This is an optimization exercise on Yosys and OpenROAD, whose aim is small area and a short achievable clock period, not a production implementation.
In this exercise RTL edits were held to simulation tests only and were not proved equivalent to the original.
Power is estimated from default activity; no workload was simulated.

Design fir_filter, start of the top module:
module fir_filter (
    input  logic        clk,
    input  logic        reset,
    input  logic [15:0] data_in,
    output logic [15:0] data_out
);
Size in the first run: roughly 1,300 cells after synthesis, ~34 I/O pins, roughly 0.022 sq mm of cells after synthesis.
export LEC_CHECK = 0
export CAP_MARGIN = 20
export CORE_MARGIN = 2
export CORE_UTILIZATION = 60
export CTS_CLUSTER_DIAMETER = 120
export CTS_CLUSTER_SIZE = 30
export PLACE_DENSITY = 0.7
export SETUP_SLACK_MARGIN = 4.3
export SLEW_MARGIN = 20
create_clock -name core_clock -period 7.0 [get_ports {clk}]
standard.sh (not shown) runs the stock make flow with config.mk's settings and CLKGATE_MAP_FILE= SYNTH_SCRIPT=/design/flow/synth_recipe.tcl, a recipe that flattens the netlist after the stock synthesis.
==> flow/flow/run.sh <==
#!/bin/bash
# Own layout flow: the standard ORFS flow (standard.sh), with two changes:
#  - synthesis skips the fine-grained 'abc -fast' pre-mapping (see below), and after it
#    has written the netlist, flow/fixinv.py removes the inverters Yosys leaves around full adders
#    (a full adder is self-dual, so complementing all its pins keeps its function);
#    registers are not touched;
#  - extra ORFS settings exported from flow/env.sh (port buffer cell etc.).
# Each tool's output goes to a log file in this folder (ORFS keeps its own per-step
# logs under orfs/logs).
set -euo pipefail
HERE=$(pwd)
# The standard flow's synthesis script, with Yosys's fine-grained 'abc -fast' pre-mapping skipped
# (-noabc), so the explicit full adders of the RTL reach extract_fa as written; the
# final ABC mapping of synth.tcl still runs. Registers are mapped exactly as before.
sed '1s/yosys synth -nofsm -noshare/yosys synth -nofsm -noshare -noabc/' synth_recipe.tcl > my_synth.tcl
grep -q -- '-noabc' my_synth.tcl
cat >> my_synth.tcl <<EOS
exec python3 $HERE/flow/fixinv.py \$::env(RESULTS_DIR)/1_2_yosys.v \$::env(RESULTS_DIR)/1_2_yosys.v 2> $HERE/fixinv.log
EOS
sed "s#SYNTH_SCRIPT=[^ ]*#SYNTH_SCRIPT=$HERE/my_synth.tcl#" standard.sh > my_standard.sh
if [[ -f flow/env.sh ]]; then source flow/env.sh; fi
bash my_standard.sh > flow_make.log 2>&1
Other scripts of this flow, unchanged in this note and not shown: flow/flow/env.sh, flow/flow/fixinv.py
The starting point went through all stages and came out clean.
==> next run, changes <==
--- a/flow/config.mk
+++ b/flow/config.mk
@@ -8,8 +8,7 @@
 export CAP_MARGIN = 20
 export CORE_MARGIN = 2
-export CORE_UTILIZATION = 60
+export CORE_UTILIZATION = 40
 export CTS_CLUSTER_DIAMETER = 120
 export CTS_CLUSTER_SIZE = 30
-export PLACE_DENSITY = 0.7
 export SETUP_SLACK_MARGIN = 4.3
 export SLEW_MARGIN = 20
Worst setup slack loses 0.026 ns.
Clock power stays flat.
First-iteration DRC count came out lower by 16%.
Global-route usage came out lower by 8.1 points.
Combinational power went down by about 0.9%.
Utilization came out lower by 22 points.
Hold slack hardly moves.
Power went down by 0.49%.
Synthesized cell count stays the same.
==> next run, changes <==
--- a/flow/config.mk
+++ b/flow/config.mk
@@ -8,7 +8,8 @@
 export CAP_MARGIN = 20
 export CORE_MARGIN = 2
-export CORE_UTILIZATION = 40
+export CORE_UTILIZATION = 60
 export CTS_CLUSTER_DIAMETER = 120
 export CTS_CLUSTER_SIZE = 30
-export SETUP_SLACK_MARGIN = 4.3
+export PLACE_DENSITY = 0.7
+export SETUP_SLACK_MARGIN = 4.0
 export SLEW_MARGIN = 20
Effect: Clock power hardly moves; cell area fell by a few percent; global-route usage grows by 8.0 points; first-iteration DRC count is higher by a few percent; sequential power hardly moves; setup slack loses 0.16 ns.
==> next run, changes <==
--- a/flow/config.mk
+++ b/flow/config.mk
@@ -12,4 +12,4 @@
 export CTS_CLUSTER_SIZE = 30
 export PLACE_DENSITY = 0.7
-export SETUP_SLACK_MARGIN = 4.0
+export SETUP_SLACK_MARGIN = 4.6
 export SLEW_MARGIN = 20
Result: The new run ran to the end with no violations. Setup slack is better by 0.16 ns. Design area climbs by a little under a tenth. Non-clock buffer count climbs by 107. Die area stays the same. Global-route usage goes up by 1.1 points. Clock skew hardly moves. Core utilization rises by 5.7 points. Synthesized area stays the same. Total power went up by roughly a tenth. Clock power went up by a few percent. Sequential power barely changes.

==> what the ideal ports hide <==
Ports are ideal in the flow. The routed layouts listed here were re-timed in OpenROAD.
Step 1 (the two cells are an assumption about what drives the block):
set clk [get_ports {clk}]
set_driving_cell -lib_cell sky130_fd_sc_hd__clkbuf_16 $clk
set_driving_cell -lib_cell sky130_fd_sc_hd__buf_2 [delete_from_list [all_inputs] $clk]
Step 2 times the ports against the registers' clock, not the clock port: input delays grow and output delays shrink by t, the midpoint of the rising clock arrivals with the driver on.
a / b / c = ideal ports / drivers / drivers and shift; a / b = the first two.
run	t (ns)	slack for setup (ns)	worst register clock-pin slew, ns
the first run	0.575	4.259 / 4.259 / 3.800	0.11 / 0.11
the second run	0.583	4.232 / 4.232 / 3.846	0.12 / 0.12
the third run	0.583	4.076 / 4.076 / 3.776	0.11 / 0.11
the fourth run	0.581	4.237 / 4.237 / 3.824	0.11 / 0.11
After both steps setup and hold are still met in every run listed. For the first run, which loses most, drivers alone change the setup slack by 0.000 ns; drivers and shift together by -0.459 ns.
